Source: an optimization exercise on an open RTL-to-GDS flow (aim: small area). Production flows keep margins and buffers that such runs may drop.
In this exercise RTL edits were held to simulation tests only and were not proved equivalent to the original.
Power and IR drop assume default switching activity.

## flow/design.v (module list and top-level ports; edited modules follow where they fit)
// module PROCESSOR: 3918 lines
// module c_a222oi: 3 lines
// module c_a22oi: 3 lines
// module c_and2: 3 lines
// module c_and2s: 3 lines
// module c_and3s: 3 lines
// module c_fa: 4 lines
// module c_inv2: 3 lines
// module c_mux2s: 3 lines
// module c_mux4: 3 lines
// module c_nand2: 3 lines
// module c_nand3: 3 lines
// module c_nand4: 3 lines
// module c_nor3: 3 lines
// module c_nor3s: 3 lines
// module c_or2: 3 lines
// module c_xnor2: 3 lines
// module c_xor2: 3 lines
module PROCESSOR(input reset, clk, input [31:0] instr, output [31:0] pc,
                 output zero_flag, output [31:0] Write_data);
  // ...
==> flow/flow/run.sh <==
#!/bin/bash
# The standard layout flow with these changes:
# - synthesis: the design's c_<gate> leaf modules are mapped one-to-one onto the library cells
#   of the same function (flow/map_cells.tcl, run as ORFS's SYNTH_CANONICALIZE_TCL hook)
#   instead of being flattened and re-mapped by ABC;
# - placement: the buffer put on every input and output port is buf_1 instead of the
#   buffer_ports default;
# - clock tree: larger sink clusters driven by clkbuf_8/clkbuf_16, and no dummy loads.
set -euo pipefail
bash standard.sh SYNTH_CANONICALIZE_TCL="$PWD/flow/map_cells.tcl" \
  BUFFER_PORTS_ARGS="-buffer_cell sky130_fd_sc_hd__buf_1" \
  CTS_ARGS="-sink_clustering_enable -repair_clock_nets -buf_list {sky130_fd_sc_hd__clkbuf_8 sky130_fd_sc_hd__clkbuf_16} -sink_clustering_size 28 -sink_clustering_max_diameter 100 -dont_use_dummy_load" \
  finish > standard_flow.log 2>&1
==> flow/flow/map_cells.tcl <==
# Map the design's c_<gate> leaf modules one-to-one onto the sky130_fd_sc_hd cells of the same
# function and pin names, so that synthesis keeps them as they are.
foreach {c lib} {
  a222oi a222oi_1  a22oi a22oi_1  a21oi a21oi_1  o21ai o21ai_0
  or2 or2_0  and2 and2_1  and3 and3_1  and2s and2_4  and3s and3_4  nor3s nor3_2  mux2s mux2_4  inv2 inv_2  nand2 nand2_1  nand3 nand3_1  nand4 nand4_1  nor2 nor2_1  nor3 nor3_1  nor4 nor4_1
  inv inv_1  xor2 xor2_1  xnor2 xnor2_1  mux2 mux2_1  mux2i mux2i_1  mux4 mux4_2
  fa fa_1  ha ha_1
} {
  yosys chtype -map c_$c sky130_fd_sc_hd__$lib
}
yosys hierarchy -top $::env(DESIGN_NAME)
==> flow/standard.sh <==
#!/bin/bash
# synth_recipe.tcl (not shown) runs the flow's synth.tcl, then flattens the netlist and writes it again
# the make line also repeats each setting of config.mk as NAME=value (left out here)
make -C /OpenROAD-flow-scripts/flow DESIGN_CONFIG=/design/flow/config.mk WORK_HOME=/design/flow/orfs CLKGATE_MAP_FILE= SYNTH_SCRIPT=/design/flow/synth_recipe.tcl "${@:-finish}"
==> flow/config.mk <==
export PLATFORM = sky130hd
export DESIGN_NAME = PROCESSOR
export DESIGN_NICKNAME = PROCESSOR
export VERILOG_FILES = /design/flow/design.v
export SDC_FILE = /design/flow/constraint.sdc
export NUM_CORES = 8
export LEC_CHECK = 0
export CAP_MARGIN = 20
export CORE_MARGIN = 2
export CORE_UTILIZATION = 45
export SETUP_SLACK_MARGIN = 0.2
export SLEW_MARGIN = 20
==> flow/constraint.sdc <==
create_clock -name core_clock -period 21.0 [get_ports {clk}]
set_input_delay 4.2000 -clock core_clock [delete_from_list [all_inputs] [get_ports {clk}]]
set_output_delay 4.2000 -clock core_clock [all_outputs]
set_load 0.01 [all_outputs]
==> metrics.json, run 1 <==
{
  "run_status": "no timing/DRC/antenna violations",
  "post_drt_wl_per_cell_um": 41.4,
  "wl_met2_mm": 99.7,
  "timing.critical_path.buf_inv": 5,
  "power_sequential_uw": 2650,
  "signal_buffer_area_fraction_pct": 1.54,
  "nFlopsAndLatches": 1093,
  "critPathTopFamily": "compound AO/OA/AOI/OAI gates",
  "async_reset_ff_share_pct": 3.39,
  "timing.reg2reg.worst_path_depth": 33,
  "multi_input_area_share_pct": 38.7,
  "clock.fmax_mhz": 50.4,
  "critical_path.reg2reg.endpoint": "q30[0]",
  "yosys.area.top_type_share_pct": 54.9,
  "post-synth-top-area-cell": "sky130_fd_sc_hd__edfxtp_1",
  "gr-usage-met2_pct": 52.5,
  "cpMaxStageDelayCell": "sky130_fd_sc_hd__nor3_2",
  "worst_clock_skew_ps": 89.2,
  "worstSkewPairLatency_ps": 660,
  "areaGrowthSynthToFinish_pct": 7.51,
  "post_synth_fa_ha_maj_area_fraction_pct": 7.98,
  "grt.total_usage_pct": 34.3,
  "final.clkbuf_count": 45,
  "netlist-cell-type-count": 93,
  "io_pins": 99,
  "crit_required_ps": 16800,
  "grtUsageMet1_pct": 43.8,
  "synth_commonest_cells": "sky130_fd_sc_hd__edfxtp_1 (1024), sky130_fd_sc_hd__a222oi_1 (933), sky130_fd_sc_hd__fa_1 (207), sky130_fd_sc_hd__nand4_1 (194), sky130_fd_sc_hd__inv_1 (103)",
  "diodes": 5,
  "synth_compound_area_share_pct": 19.8,
  "m1WireLength_mm": 77.0,
  "layout.area.seq_um2": 32300,
  "place.detailed.hpwl_mm": 140,
  "cts_resized": 0,
  "buffer_ports.inserted": 71,
  "gp_congestion": 0.984,
  "worst_setup_hold_path_clk_slew_ps": 100,
  "detailroute.wirelength.met3_mm": 30.7,
  "period_share_pct": 94.5,
  "hold_path_depth": 1,
  "critical_path.max_stage_delay_ps": 840,
  "synth_simple_gate_area_share_pct": 8.88,
  "cts_hold_buf": 0
}
==> run 2: changes to the inputs <==
--- a/flow/config.mk
+++ b/flow/config.mk
@@ -7,6 +7,6 @@
 export LEC_CHECK = 0
 export CAP_MARGIN = 20
 export CORE_MARGIN = 2
-export CORE_UTILIZATION = 45
+export CORE_UTILIZATION = 40
 export SETUP_SLACK_MARGIN = 0.2
 export SLEW_MARGIN = 20
==> run 2 against run 1 <==
Against the previous run:
- flip-flop and latch count did not move
- critical path depth did not move
- maximum frequency rose by 0.59%
- area after synthesis did not move
- non-clock buffer count fell by 8
- via count rose by 0.41%
- synthesized cell count did not move
- still clean
- global-route usage fell by 3.8 points
- register-to-register slack got worse by 120 ps
- total power rose by 0.27%
==> metrics.json, run 2 <==
{
  "critPathTopFamily": {"value": "simple AND/OR/NAND/NOR gates", "change": "was compound AO/OA/AOI/OAI gates"},
  "drt_pass1_iterations": {"value": 15, "change": "unchanged"},
  "timing.critical_path.mode_cell": {"value": "sky130_fd_sc_hd__fa_1", "change": "unchanged"},
  "number_of_post_cts_setup_repair_buffers": {"value": 0, "change": "unchanged"},
  "grt.total_usage": {"value": 30.5, "unit": "%", "change": "was 34.3%"},
  "critical_path.startpoint_type": {"value": "input port", "change": "unchanged"},
  "crit_required": {"value": 16800, "unit": "ps", "change": "about the same"},
  "yosys.area.top_type_share": {"value": 54.9, "unit": "%", "change": "unchanged"},
  "grt_pass1_wl": {"value": 312, "unit": "mm", "change": "about the same"},
  "drc": {"value": 0, "change": "unchanged"},
  "critical_path.max_stage_delay": {"value": 710, "unit": "ps", "change": "was 840 ps"},
  "hold_violations": {"value": 0, "change": "unchanged"},
  "cts_resized": {"value": 0, "change": "unchanged"},
  "fp.dieW": {"value": 378, "unit": "µm", "change": "was 357 µm"},
  "tightestPinTransition": {"value": 1240, "unit": "ps", "change": "was 1230 ps"},
  "min_path_type": {"value": "register to register", "change": "unchanged"},
  "wl_met2": {"value": 97.1, "unit": "mm", "change": "was 99.7 mm"},
  "clkSinkCount": {"value": 1093, "change": "unchanged"},
  "htree_num_levels": {"value": 2, "change": "unchanged"},
  "floorplan.core_area": {"value": 139000, "unit": "µm²", "change": "was 124000 µm²"},
  "detail-route-antenna-nets": {"value": 0, "change": "unchanged"},
  "post_drt_wl_per_cell": {"value": 39.7, "unit": "µm", "change": "was 41.4 µm"},
  "nets": {"value": 4059, "change": "was 4066"},
  "vias_in_the_first_global_route": {"value": 41455, "change": "was 40914"},
  "die_y": {"value": 378, "unit": "µm", "change": "was 357 µm"},
  "die-area": {"value": 143000, "unit": "µm²", "change": "was 127000 µm²"},
  "antenna_found_initial": {"value": 12, "change": "was 10"},
  "async_reset_ff_share": {"value": 3.39, "unit": "%", "change": "unchanged"},
  "clock_tree.buffer_depth": {"value": 3, "change": "unchanged"},
  "hold_slack_final": {"value": 516, "unit": "ps", "change": "was 507 ps"},
  "cts_hold_buf": {"value": 0, "change": "unchanged"},
  "detailroute.wirelength.met3": {"value": 31.6, "unit": "mm", "change": "was 30.7 mm"},
  "slew_violations": {"value": 0, "change": "unchanged"},
  "yosys_most_used_dff": {"value": "sky130_fd_sc_hd__edfxtp_1", "change": "unchanged"},
  "run_status": {"value": "no timing/DRC/antenna violations", "change": "unchanged"},
  "areaGrowthSynthToFinish": {"value": 7.98, "unit": "%", "change": "was 7.51%"},
  "clock.fmax": {"value": 50.7, "unit": "MHz", "change": "was 50.4 MHz"},
  "worst_clock_skew": {"value": 90.5, "unit": "ps", "change": "was 89.2 ps"},
  "grt_start_max_net_pins": {"value": 44, "change": "unchanged"},
  "floorplan.initialDensity": {"value": 40.3, "unit": "%", "change": "was 45.3%"},
  "post_synth_design_cell_area": {"value": 56000, "unit": "µm²", "change": "unchanged"},
  "worst-setup-path-type": {"value": "input port to output pin", "change": "unchanged"},
  "m1WireLength": {"value": 78.0, "unit": "mm", "change": "was 77.0 mm"},
  "rsz0062_at_grt": {"value": "false", "change": "unchanged"},
  "synthesized_netlist_cell_count": {"value": 3623, "change": "unchanged"},
  "netlist-cell-type-count": {"value": 93, "change": "unchanged"},
  "final-setup-viol-count": {"value": 0, "change": "unchanged"},
  "power_density": {"value": 78.7, "unit": "nW/µm²", "change": "was 78.8 nW/µm²"},
  "layout.cells.most_common_list": {"value": "sky130_fd_sc_hd__edfxtp_1 (1024), sky130_fd_sc_hd__a222oi_1 (933), sky130_fd_sc_hd__fa_1 (207)", "change": "unchanged"},
  "synth-seq-cells": {"value": 1093, "change": "unchanged"},
  "timing.reg2reg.setup_slack": {"value": 9620, "unit": "ps", "change": "was 9740 ps"},
  "numCtsBuffers": {"value": 46, "change": "was 45"},
  "buffer_ports.inserted": {"value": 71, "change": "unchanged"},
  "cts_tree": {"value": "done", "change": "unchanged"},
  "layout_min_cycle_time": {"value": 19720, "unit": "ps", "change": "was 19840 ps"},
  "top_signal_layer_used": {"value": "met5", "change": "unchanged"},
  "worst_slew_margin_rel": {"value": 17.2, "unit": "%", "change": "was 18.2%"},
  "maxCapViolations": {"value": 0, "change": "unchanged"},
  "cpMaxStageDelayCell": {"value": "sky130_fd_sc_hd__and3_4", "change": "was sky130_fd_sc_hd__nor3_2"},
  "worstPathArrival": {"value": 15520, "unit": "ps", "change": "was 15640 ps"},
  "drt_iter0_drc": {"value": 12502, "change": "was 12459"},
  "worst_setup_hold_path_clk_slew": {"value": 100, "unit": "ps", "change": "about the same"},
  "postRouteWirelength": {"value": 225, "unit": "mm", "change": "about the same"},
  "cellLeakagePower": {"value": 0.0175, "unit": "µW", "change": "was 0.0176 µW"},
  "nFillCells": {"value": 12517, "change": "was 10653"},
  "clk_root_buf": {"value": "sky130_fd_sc_hd__clkbuf_16", "change": "unchanged"},
  "setup_total_negative_slack": {"value": 0, "unit": "ps", "change": "unchanged"},
  "post_synth.cell_area_avg": {"value": 15.5, "unit": "µm²", "change": "unchanged"},
  "timing.critical_path.buf_inv": {"value": 4, "change": "was 5"},
  "critical_path_fanouts_max": {"value": 32, "change": "unchanged"},
  "edff_count_synth": {"value": 1024, "change": "unchanged"},
  "global_route.overflow_total": {"value": 0, "change": "unchanged"},
  "post-synth-top-count-cell": {"value": "sky130_fd_sc_hd__edfxtp_1", "change": "unchanged"},
  "place.detailed.hpwl": {"value": 139, "unit": "mm", "change": "was 140 mm"},
  "routed-via-count": {"value": 43937, "change": "was 43757"},
  "layout_commonest_cell": {"value": "sky130_fd_sc_hd__edfxtp_1", "change": "unchanged"},
  "critical_path.endpoint_type": {"value": "output pin", "change": "unchanged"},
  "io_pins": {"value": 99, "change": "unchanged"},
  "vias_per_std_cell": {"value": 7.75, "change": "was 8.05"},
  "synth_commonest_cells": {"value": "sky130_fd_sc_hd__edfxtp_1 (1024), sky130_fd_sc_hd__a222oi_1 (933), sky130_fd_sc_hd__fa_1 (207), sky130_fd_sc_hd__nand4_1 (194), sky130_fd_sc_hd__inv_1 (103)", "change": "unchanged"},
  "post-synth-top-area-cell": {"value": "sky130_fd_sc_hd__edfxtp_1", "change": "unchanged"},
  "synth-seq-area-share": {"value": 57.7, "unit": "%", "change": "unchanged"},
  "post_route_cells_drive_above_1_share": {"value": 12.7, "unit": "%", "change": "was 12.8%"},
  "period_share": {"value": 93.9, "unit": "%", "change": "was 94.5%"},
  "ir_worst_vdd": {"value": 0.0935, "unit": "mV", "change": "was 0.0939 mV"},
  "worstSkewPairLatency": {"value": 680, "unit": "ps", "change": "was 660 ps"},
  "gp_congestion": {"value": 0.988, "change": "was 0.984"},
  "placementRows": {"value": 137, "change": "was 129"},
  "synth.area.top_cells": {"value": "sky130_fd_sc_hd__edfxtp_1 (55%), sky130_fd_sc_hd__a222oi_1 (17%), sky130_fd_sc_hd__fa_1 (7.4%), sky130_fd_sc_hd__nand4_1 (2.2%), sky130_fd_sc_hd__mux4_2 (1.7%)", "change": "unchanged"},
  "ys_warn_count": {"value": 1, "change": "unchanged"}
}
==> run 2: changes by cell type in the layout (fill, tap and decap cells not counted), moves of 2 or more <==
cell	delta
sky130_fd_sc_hd__buf_4	-6
sky130_fd_sc_hd__o22ai_1	-2
sky130_fd_sc_hd__o22ai_2	+2
sky130_fd_sc_hd__o32ai_2	-2
==> run 2: layer usage <==
metal  vias up  track usage [%]
met5         -                0
met4         6             19.9
met3       675             8.36
met2      4006             45.4
met1     22125             39.1
li1      17125                -
==> run 2: path summary, 6_finish.rpt <==
check | cells past startpoint | start | endpoint
max | 34 | instr[2] | zero_flag
min | 1 | pcq[4] | pcq[3]
max reg2reg | 32 | valid[21] | q6[0]
min reg2reg | 1 | pcq[4] | pcq[3]
max in group asynchronous | 4 | reset | valid[22]
min in group asynchronous | 3 | reset | pcq[4]
==> run 2: report_power, final <==
part | internal [µW] | switching (µW) | total [µW]
combinational | 236 | 839 | 1080
sequential | 2620 | 38.4 | 2650
clock | 395 | 637 | 1030
total | 3250 | 1510 | 4760
==> run 2: cell families after synthesis <==
logic type / count (synthesis) / share of synthesized area [%]
AO/OA/AOI/OAI: 1164 / 19.8
adder cells (fa/ha/maj): 233 / 7.98
buffers and inverters: 193 / 1.50
flip-flops: 1093 / 57.7
multiplexers: 83 / 2.71
other: 1 / 0.00669
AND/OR/NAND/NOR: 762 / 8.88
XOR/XNOR: 94 / 1.47
==> run 2: per-stage QoR <==
step | setup slack (ps) | util, % | power (µW) | area (µm²) | instances
final | 1280 | 43.5 | 4760 | 60500 | 5670
after global routing | 688 | 43.5 | 4880 | 60500 | 5669
after CTS | 1330 | 43.4 | 4730 | 60500 | 5666
after detailed placement | 1340 | 42.6 | 3730 | 59300 | 5620
after global placement | 1580 | 42.6 | 3730 | 59300 | 5620
after floorplan | 2730 | - | 3220 | 56100 | 3649
==> run 2: layout make-up <==
class	count	area [µm²]	share of cell area, %
Sequential cell	1093	32300	53.4
Inverter	138	518	0.856
Clock buffer	46	1150	1.90
Multi-Input combinational cell	2363	23300	38.5
Timing Repair Buffer	150	861	1.42
Antenna cell	4	10.0	0.0165
Tap cell	1876	2350	3.88

==> what the ideal ports hide <==
In the flow no input, the clock included, has a driving cell. The finished layouts below were timed again as built, in two steps.
Step 1 sets driving cells, clkbuf_16 on the clock port and buf_2 on the other inputs (assumed; they add their load-dependent delay and slew).
Step 2 adds t to the input delays and takes it off the output delays; t is the mean of the earliest and latest rising clock arrival at the registers after step 1. Input paths then give back, and output paths get back, about the clock's delay inside the block.
a / b / c = ideal / step 1 / step 2; a / b = the first two.
run | t, ns | setup WS [ns] | worst slew at a driven data input, ns | cell pins on the clock port's net
run 1 | 0.684 | 1.161 / 1.136 / 1.136 | 0.13 | 1
run 2 | 0.703 | 1.276 / 1.238 / 1.238 | 0.12 | 1
After both steps setup and hold are still met in every run listed. The setup slack of run 2, which loses most, moves by -0.038 ns with the drivers and by -0.038 ns with both steps.
